This design comes from an exercise in tuning for small area on the open sky130 flow, not from production work.
Only simulation tests tie the RTL to the original design; equivalence was not proved.

===== flow/run.sh =====
#!/bin/bash
# synth_recipe.tcl (not shown) runs the flow's synth.tcl, then flattens the netlist and writes it again
# the make line also repeats each setting of config.mk as NAME=value (left out here)
make -C /OpenROAD-flow-scripts/flow DESIGN_CONFIG=/design/flow/config.mk WORK_HOME=/design/flow/orfs CLKGATE_MAP_FILE= SYNTH_SCRIPT=/design/flow/synth_recipe.tcl finish

===== flow/config.mk =====
export PLATFORM = sky130hd
export DESIGN_NAME = uart_alu_top
export DESIGN_NICKNAME = uart_alu_top
export VERILOG_FILES = /design/flow/design.v
export SDC_FILE = /design/flow/constraint.sdc
export NUM_CORES = 4
export LEC_CHECK = 0
export CAP_MARGIN = 20
export CORE_MARGIN = 2
export CORE_UTILIZATION = 40
export SLEW_MARGIN = 20

===== flow/constraint.sdc =====
create_clock -name core_clock -period 40.0 [get_ports {clk}]
set_input_delay 8.0000 -clock core_clock [delete_from_list [all_inputs] [get_ports {clk}]]
set_output_delay 8.0000 -clock core_clock [all_outputs]
set_load 0.01 [all_outputs]

===== flow/design.v =====
module uart_rx(
    input clk,
    input rst,
    input sci_rx,
    input en_rx,
    output reg [7:0] rx_data,
    output rx_d_val
);
localparam [3:0] STOP  = 4'b0000,
                 FING  = 4'b0001,    
                 VALID = 4'b0010,    
                 FINB  = 4'b0101,    
                 IDLE  = 4'b0110,
                 START = 4'b0111;    
localparam [11:0] TAPS = 12'h821,
                  TERM = 12'he16,
                  TMSK = 12'hebf,
                  LS   = 12'he12,
                  SETB = 12'h1,
                  CLRB = 12'hc,
                  SETF = 12'h0,
                  CLRF = 12'h8;
reg [3:0] st;
reg [11:0] tm;
wire idle = (st == IDLE) | (st == VALID);
wire term = ((tm ^ TERM) & TMSK) == 0;
wire fin  = (st == STOP);
wire tb   = term & ~fin;
wire tf   = term & fin;
wire [11:0] nx = {tm[10:0], ~^(tm & TAPS)};
wire [11:0] tn = (nx | ({12{tb}} & SETB) | ({12{tf}} & SETF))
                & ~(({12{tb}} & CLRB) | ({12{tf}} & CLRF));
assign rx_d_val = (st == VALID);
always @(posedge clk)
    tm <= idle ? LS : tn;
always @(posedge clk or posedge rst)
    if (rst)
        st <= IDLE;
    else
        case (st)
        IDLE, VALID: st <= (en_rx & ~sci_rx) ? START : IDLE;
        START:       st <= term ? 4'b1000 : (sci_rx ? IDLE : START);
        STOP:        if (term) st <= sci_rx ? FING : FINB;
        FING:        if (term) st <= VALID;
        FINB:        if (term) st <= IDLE;
        default:     if (term) st <= st + 4'd1;    
        endcase
always @(posedge clk or posedge rst)
    if (rst)
        rx_data <= 8'd0;
    else if (st[3] & term)
        rx_data[st[2:0]] <= sci_rx;
endmodule
module uart_tx(
    input clk,
    input rst,
    input [7:0] tx_data,
    input start,
    output reg sci_tx,
    output en_rx
);
localparam [3:0] IDLE = 4'b0001,
                 WAIT = 4'b0111;
localparam [11:0] TAPS = 12'h801,
                  TERM = 12'h9af,
                  TMSK = 12'hfe9,
                  LP   = 12'hcd7,
                  SETB = 12'h0,
                  CLRB = 12'h1;
reg [3:0] st;
reg [11:0] tm;
wire idle = (st == IDLE);
wire term = ((tm ^ TERM) & TMSK) == 0;
wire [11:0] nx = {tm[10:0], ~^(tm & TAPS)};
wire [11:0] tn = (nx | ({12{term}} & SETB)) & ~({12{term}} & CLRB);
assign en_rx = ~((st == WAIT) & term);
always @(posedge clk)
    tm <= idle ? LP : tn;
always @(posedge clk or posedge rst)
    if (rst)
        st <= IDLE;
    else if (idle)
        st <= start ? WAIT : IDLE;
    else if (term)
        st <= st + 4'd1;
always @(posedge clk or posedge rst)
    if (rst)
        sci_tx <= 1'b1;
    else if (~idle & term)
        sci_tx <= st[3] ? tx_data[st[2:0]] : ~st[1];
endmodule
module led(
    input [7:0] data,
    output [7:0] led
);
assign led = data;
endmodule
module clk_1k(
    input clk,
    input reset,
    output en_1k
);
localparam [14:0] TAPS = 15'h4008,
                  TERM = 15'h6f59,
                  TMSK = 15'h6fdf,
                  RST  = 15'h1c04,
                  SETJ = 15'h0,
                  CLRJ = 15'h1;
reg [14:0] lf;
assign en_1k = ((lf ^ TERM) & TMSK) == 0;
wire [14:0] nx = {lf[13:0], ~^(lf & TAPS)};
always @(posedge clk or posedge reset)
    if (reset)
        lf <= RST;
    else
        lf <= (nx | ({15{en_1k}} & SETJ)) & ~({15{en_1k}} & CLRJ);
endmodule
module seg2(
    input clk,
    input en,
    input [7:0] data,
    input rst,
    output [3:0] dig,
    output reg [7:0] segments
);
reg d0, d1;
reg [3:0] data_temp;
assign dig = {2'b11, d1, d0};
always @(posedge clk or posedge rst)
    if (rst) begin
        d0 <= 1'b1;
        d1 <= 1'b1;
        data_temp <= 4'd0;
    end else if (en) begin
        d0 <= ~d0;
        d1 <= d0;
        data_temp <= d0 ? data[3:0] : data[7:4];
    end
always @(*)
    if (rst)
        segments = 8'h00;
    else
        case (data_temp)
        4'h0: segments = 8'hc0;
        4'h1: segments = 8'hf9;
        4'h2: segments = 8'ha4;
        4'h3: segments = 8'hb0;
        4'h4: segments = 8'h99;
        4'h5: segments = 8'h92;
        4'h6: segments = 8'h82;
        4'h7: segments = 8'hf8;
        4'h8: segments = 8'h80;
        4'h9: segments = 8'h90;
        4'ha: segments = 8'h88;
        4'hb: segments = 8'h83;
        4'hc: segments = 8'hc6;
        4'hd: segments = 8'ha1;
        4'he: segments = 8'h86;
        default: segments = 8'h8e;
        endcase
endmodule
module data_ctl(
    input clk,
    input rst,
    input rx_d_val,
    input [7:0] rx_data,
    output reg [7:0] alu_data_a,
    output reg [7:0] alu_data_b,
    output reg [2:0] alu_cs,
    output reg alu_cin,
    output reg en_alu,
    output start_tx
);
reg [1:0] bc;
assign start_tx = rx_d_val & (bc == 2'd3);
always @(posedge clk or posedge rst)
    if (rst) begin
        bc <= 2'd0;
        en_alu <= 1'b0;
    end else if (rx_d_val) begin
        bc <= bc + 2'd1;
        if (bc == 2'd3)
            en_alu <= 1'b1;
    end
always @(posedge clk) begin
    if (rx_d_val & (bc == 2'd0)) alu_data_a <= rx_data;
    if (rx_d_val & (bc == 2'd1)) alu_data_b <= rx_data;
    if (rx_d_val & (bc == 2'd2)) alu_cs <= rx_data[2:0];
    if (rx_d_val & (bc == 2'd3)) alu_cin <= rx_data[0];
end
endmodule
module alu_en(
    input clk,
    input rst,
    input [7:0] data_a,
    input [7:0] data_b,
    input [2:0] cs,
    input carry_in,
    input en_alu,
    output reg [7:0] s
);
wire inv = (cs == 3'd3) | (cs == 3'd4) | (cs == 3'd5);
wire c0  = (cs == 3'd3) | (cs == 3'd4) | ((cs == 3'd5) & ~carry_in) | ((cs == 3'd6) & carry_in);
wire [8:0] sum = {1'b0, data_a} + {1'b0, data_b ^ {8{inv}}} + {8'd0, c0};
reg [7:0] f;
always @(*)
    case (cs)
    3'd0:    f = data_a & data_b;
    3'd1:    f = data_a | data_b;
    3'd4:    f = {7'd0, ~sum[8]};
    default: f = sum[7:0];
    endcase
always @(posedge clk or posedge rst)
    if (rst)
        s <= 8'd0;
    else if (en_alu & (cs != 3'd7))
        s <= f;
endmodule
module uart_alu_top(
    clk, rst_n, sci_rx,
    sci_tx, led, dig, segments
);
input clk, rst_n, sci_rx;
output sci_tx;
output [7:0] led;
output [3:0] dig;
output [7:0] segments;
wire [7:0] data_uar;
wire rx_d_val;
wire en_rx;
wire start_tx;
wire [7:0] alu_data_a;
wire [7:0] alu_data_b;
wire [2:0] alu_cs;
wire alu_cin;
wire en_alu;
wire [7:0] data_alu_s;
wire en_1k;
uart_rx UR(
    .clk(clk),
    .rst(rst_n),
    .sci_rx(sci_rx),
    .en_rx(en_rx),
    .rx_data(data_uar),
    .rx_d_val(rx_d_val)
);
uart_tx UT(
    .clk(clk),
    .rst(rst_n),
    .tx_data(data_alu_s),
    .start(start_tx),
    .sci_tx(sci_tx),
    .en_rx(en_rx)
);
led LD(
    .data(data_uar),
    .led(led)
);
clk_1k CL1(
    .clk(clk),
    .reset(rst_n),
    .en_1k(en_1k)
);
seg2 SG(
    .clk(clk),
    .en(en_1k),
    .data(data_alu_s),
    .rst(rst_n),
    .dig(dig),
    .segments(segments)
);
data_ctl DC(
    .clk(clk),
    .rst(rst_n),
    .rx_d_val(rx_d_val),
    .rx_data(data_uar),
    .alu_data_a(alu_data_a),
    .alu_data_b(alu_data_b),
    .alu_cs(alu_cs),
    .alu_cin(alu_cin),
    .en_alu(en_alu),
    .start_tx(start_tx)
);
alu_en ALU(
    .clk(clk),
    .rst(rst_n),
    .data_a(alu_data_a),
    .data_b(alu_data_b),
    .cs(alu_cs),
    .carry_in(alu_cin),
    .en_alu(en_alu),
    .s(data_alu_s)
);
endmodule

==> impl_metrics.env <==
export IMPL_synth_edf_count=20
export IMPL_io_buffers=21
export IMPL_design_area_um2=5200
export IMPL_worstPathCellList="clkdlybuf4s50_1 > clkinv_2 > and2_1 > clkdlybuf4s50_1"
export IMPL_cts_sinks=93
export IMPL_grt_pass1_vias=2900
export IMPL_ff2ff_setup_slack_ns=36.44
export IMPL_fin_tns_setup_ns=0
export IMPL_start_util=0.406
export IMPL_postCtsHoldBufs=0
export IMPL_first_pass_iters=4
export IMPL_timing_final_crit_share=0.454
export IMPL_path_common_cell="clkdlybuf4s50_1"
export IMPL_antenna_found_initial=0
export IMPL_die_w_um=111
export IMPL_timing_rr_start="DC.alu_cs[0]"
export IMPL_ir_worst_vdd_mv=0.0223
export IMPL_post_drt_wl_per_cell_um=14.0
export IMPL_synth_flop_cell="dfrtp_1"
export IMPL_hold_path_cell_count=0
export IMPL_synthToLayoutAreaGrowth_pct=13.1
export IMPL_crit_path_max_incr_delay_ns=0.69
export IMPL_synth_async_sr_flop_share=0.527
export IMPL_clk_latency_ns=0.34
export IMPL_finalPower_mw=0.183
export IMPL_top_layer="met4"
export IMPL_fin_ws_ns=21.83
export IMPL_hold_viol=0
export IMPL_syn_area_um2=4590
export IMPL_ys_types=63
export IMPL_leakagePower_nw=2.13
export IMPL_mostFrequentLayoutCell="dfrtp_1"
export IMPL_clockBufferDepth=2
export IMPL_place_ws_ns=21.84
export IMPL_grt_use_total=0.140
export IMPL_slew_viol_final=0
export IMPL_drive_gt1_frac=0.0959
export IMPL_synth_top_area_cell="dfrtp_1"
export IMPL_vias=2967
export IMPL_hold_start="CL1.lf[5]"
export IMPL_ys_warn_count=6
export IMPL_drc_errors=0
export IMPL_detail_route_antenna_nets=0
export IMPL_power_density_nw_per_um2=35.2
export IMPL_core_area_um2=11300
export IMPL_dieHeight_um=111
export IMPL_tritoncts="yes"
export IMPL_ys_ff_latch=93
export IMPL_nNetsFinal=464
export IMPL_fmax_mhz=55.0
export IMPL_required_ns=32.00
export IMPL_place_congestion=0.797
export IMPL_critPathMaxFanout=51
export IMPL_place_area_um2=4890
export IMPL_initialDrtViolationCount=152
export IMPL_grt_max_degree=52
export IMPL_period_minus_slack_ns=18.17
export IMPL_drt_wl_total_mm=8.12
export IMPL_criticalPathCategory="in2out"
export IMPL_hpwl_mm=5.74
export IMPL_met3_length_um=254
export IMPL_cp_top_family="buffers and inverters"
export IMPL_slew_limit_headroom=0.439
export IMPL_final_cell_mix="39 x dfrtp_1, 33 x nand2_1, 30 x nor2_1"
export IMPL_clkTransAtPathRegs_ns=0.06
export IMPL_htreeDepth=3
export IMPL_avgSynthCellArea_um2=11.0
export IMPL_die_area_um2=12400
export IMPL_fin_skew_ns=0.00777
export IMPL_detail_route_vias_per_cell=5.11
export IMPL_numCtsBuffers=9
export IMPL_grt_overflow_total=0
export IMPL_cap_violations=0
export IMPL_setup_viol=0
export IMPL_synthTopCellsByArea="dfrtp_1 21%, edfxtp_1 13%, dfxtp_1 10%, ha_1 7.1%, dfstp_2 5.7%"
export IMPL_rr_endpoint="ALU.s[0]"
export IMPL_status="finished clean"
export IMPL_grt_pass1_wl_mm=14.1
export IMPL_n_antenna_cell=0
export IMPL_rsz0062_at_grt="no"
export IMPL_ioPinCount=24
export IMPL_worst_path_buf_inv=3
export IMPL_critPathCaptureType="output port"
export IMPL_hp_class="reg2reg"
export IMPL_drt_met1_wl_mm=3.98
export IMPL_start_kind="input pin"
export IMPL_cts_resized=0
export IMPL_yosysSeqAreaShare=0.505
export IMPL_cp_arrival_ns=10.17
export IMPL_critPathSlowestCell="clkinv_2"
export IMPL_synth_cells=419
export IMPL_reg2reg_depth=10
export IMPL_postCtsSetupRepairBufs=0
export IMPL_met2WireLength_mm=3.75
export IMPL_yosysTopAreaCellShare=0.212
export IMPL_fp_row_count=39
export IMPL_whs_endpoint="CL1.lf[6]"
export IMPL_tightest_slew_ns=0.842
export IMPL_cts_root_buffer="clkbuf_16"
[cell type report]
cell class	instances	area, um^2
inverters	17	65.1
fillers	1050	6120
well taps	143	179
repair buffers	22	218
clock inverters	2	11.3
flip-flops and latches	93	2320
clock buffers	14	297
multi-input cells	290	2110
[cells by family after synthesis]
group                    Yosys count  synth area share
AO/OA/AOI/OAI                     79             0.110
other                              1          0.000816
adder cells (fa/ha/maj)           34            0.0926
multiplexers                      17            0.0474
flip-flops                        93             0.505
buffers and inverters             37            0.0373
XOR/XNOR                          21            0.0400
AND/OR/NAND/NOR                  137             0.167
[synthesized netlist by cell type, drive strengths merged, types with 12 or more instances]
cell type and n:
buf 12, dfrtp 39, dfxtp 24, xor2 12
nand2b 17, a21oi 20, nand2 33, nor2 30
ha 26, inv 17, edfxtp 20, and2 12
o21ai 23
[metal layers]
metal | track usage | vias to the layer above
met1 | 0.185 | 1414
met3 | 0.0350 | 13
met2 | 0.223 | 36
met5 | 0 | -
li1 | - | 1504
met4 | 0.0519 | 0
[state kept, by name, indices dropped and copies added, names as in the netlist, 2 cells and up]
name	cells
UR.rx_data	8
UR.st	4
SG.data_temp	4
DC.alu_cs	3
UR.tm	12
DC.bc	2
ALU.s	8
DC.alu_data_a	8
UT.st	4
DC.alu_data_b	8
UT.tm	12
CL1.lf	15
[through the flow]
step | hold WS, ns | utilization | instances
2_1_floorplan | 0.331 | - | 420
3_3_place_gp | 0.339 | 0.432 | 565
3_5_place_dp | 0.340 | 0.432 | 565
4_1_cts | 0.360 | 0.459 | 581
5_1_grt | 0.362 | 0.459 | 581
6_report | 0.358 | 0.459 | 581
[power by group]
group,total [mW],internal (mW),switching [mW]
logic,0.00177,0.000392,0.00138
registers,0.0962,0.0962,0
clock network,0.0848,0.0514,0.0335
[worst max path at each step]
stage,start,to,depth (start not counted)
finish,rst_n,segments[3],4
global route,rst_n,segments[3],4
CTS,rst_n,segments[3],4
detailed placement,rst_n,segments[3],4
global placement,rst_n,segments[3],4
floorplan,rst_n,segments[3],2

afterwards: timing with drivers on the ports:
No port has a modelled driver above. Below, the same layout with a new extraction and two added sets of constraints.
Step 1: set_driving_cell puts a clkbuf_16 on clk and a buf_2 on each other input, an assumption about the parent block.
Step 2 times the ports against the registers' clock, not the clock port: input delays grow and output delays shrink by t, the midpoint of the rising clock arrivals with the driver on.
a / b / c = ideal / step 1 / step 2; a / b = the first two.
t (ns): 0.370
slack for setup (ns): 21.830 / 21.804 / 21.804
latest minus earliest clock arrival (ns): 0.009 / 0.008
slew at the worst register clock pin (ns): 0.06 / 0.06
After both steps this run still meets setup and hold. For this run, drivers alone change the setup slack by -0.026 ns; drivers and shift together by -0.026 ns.
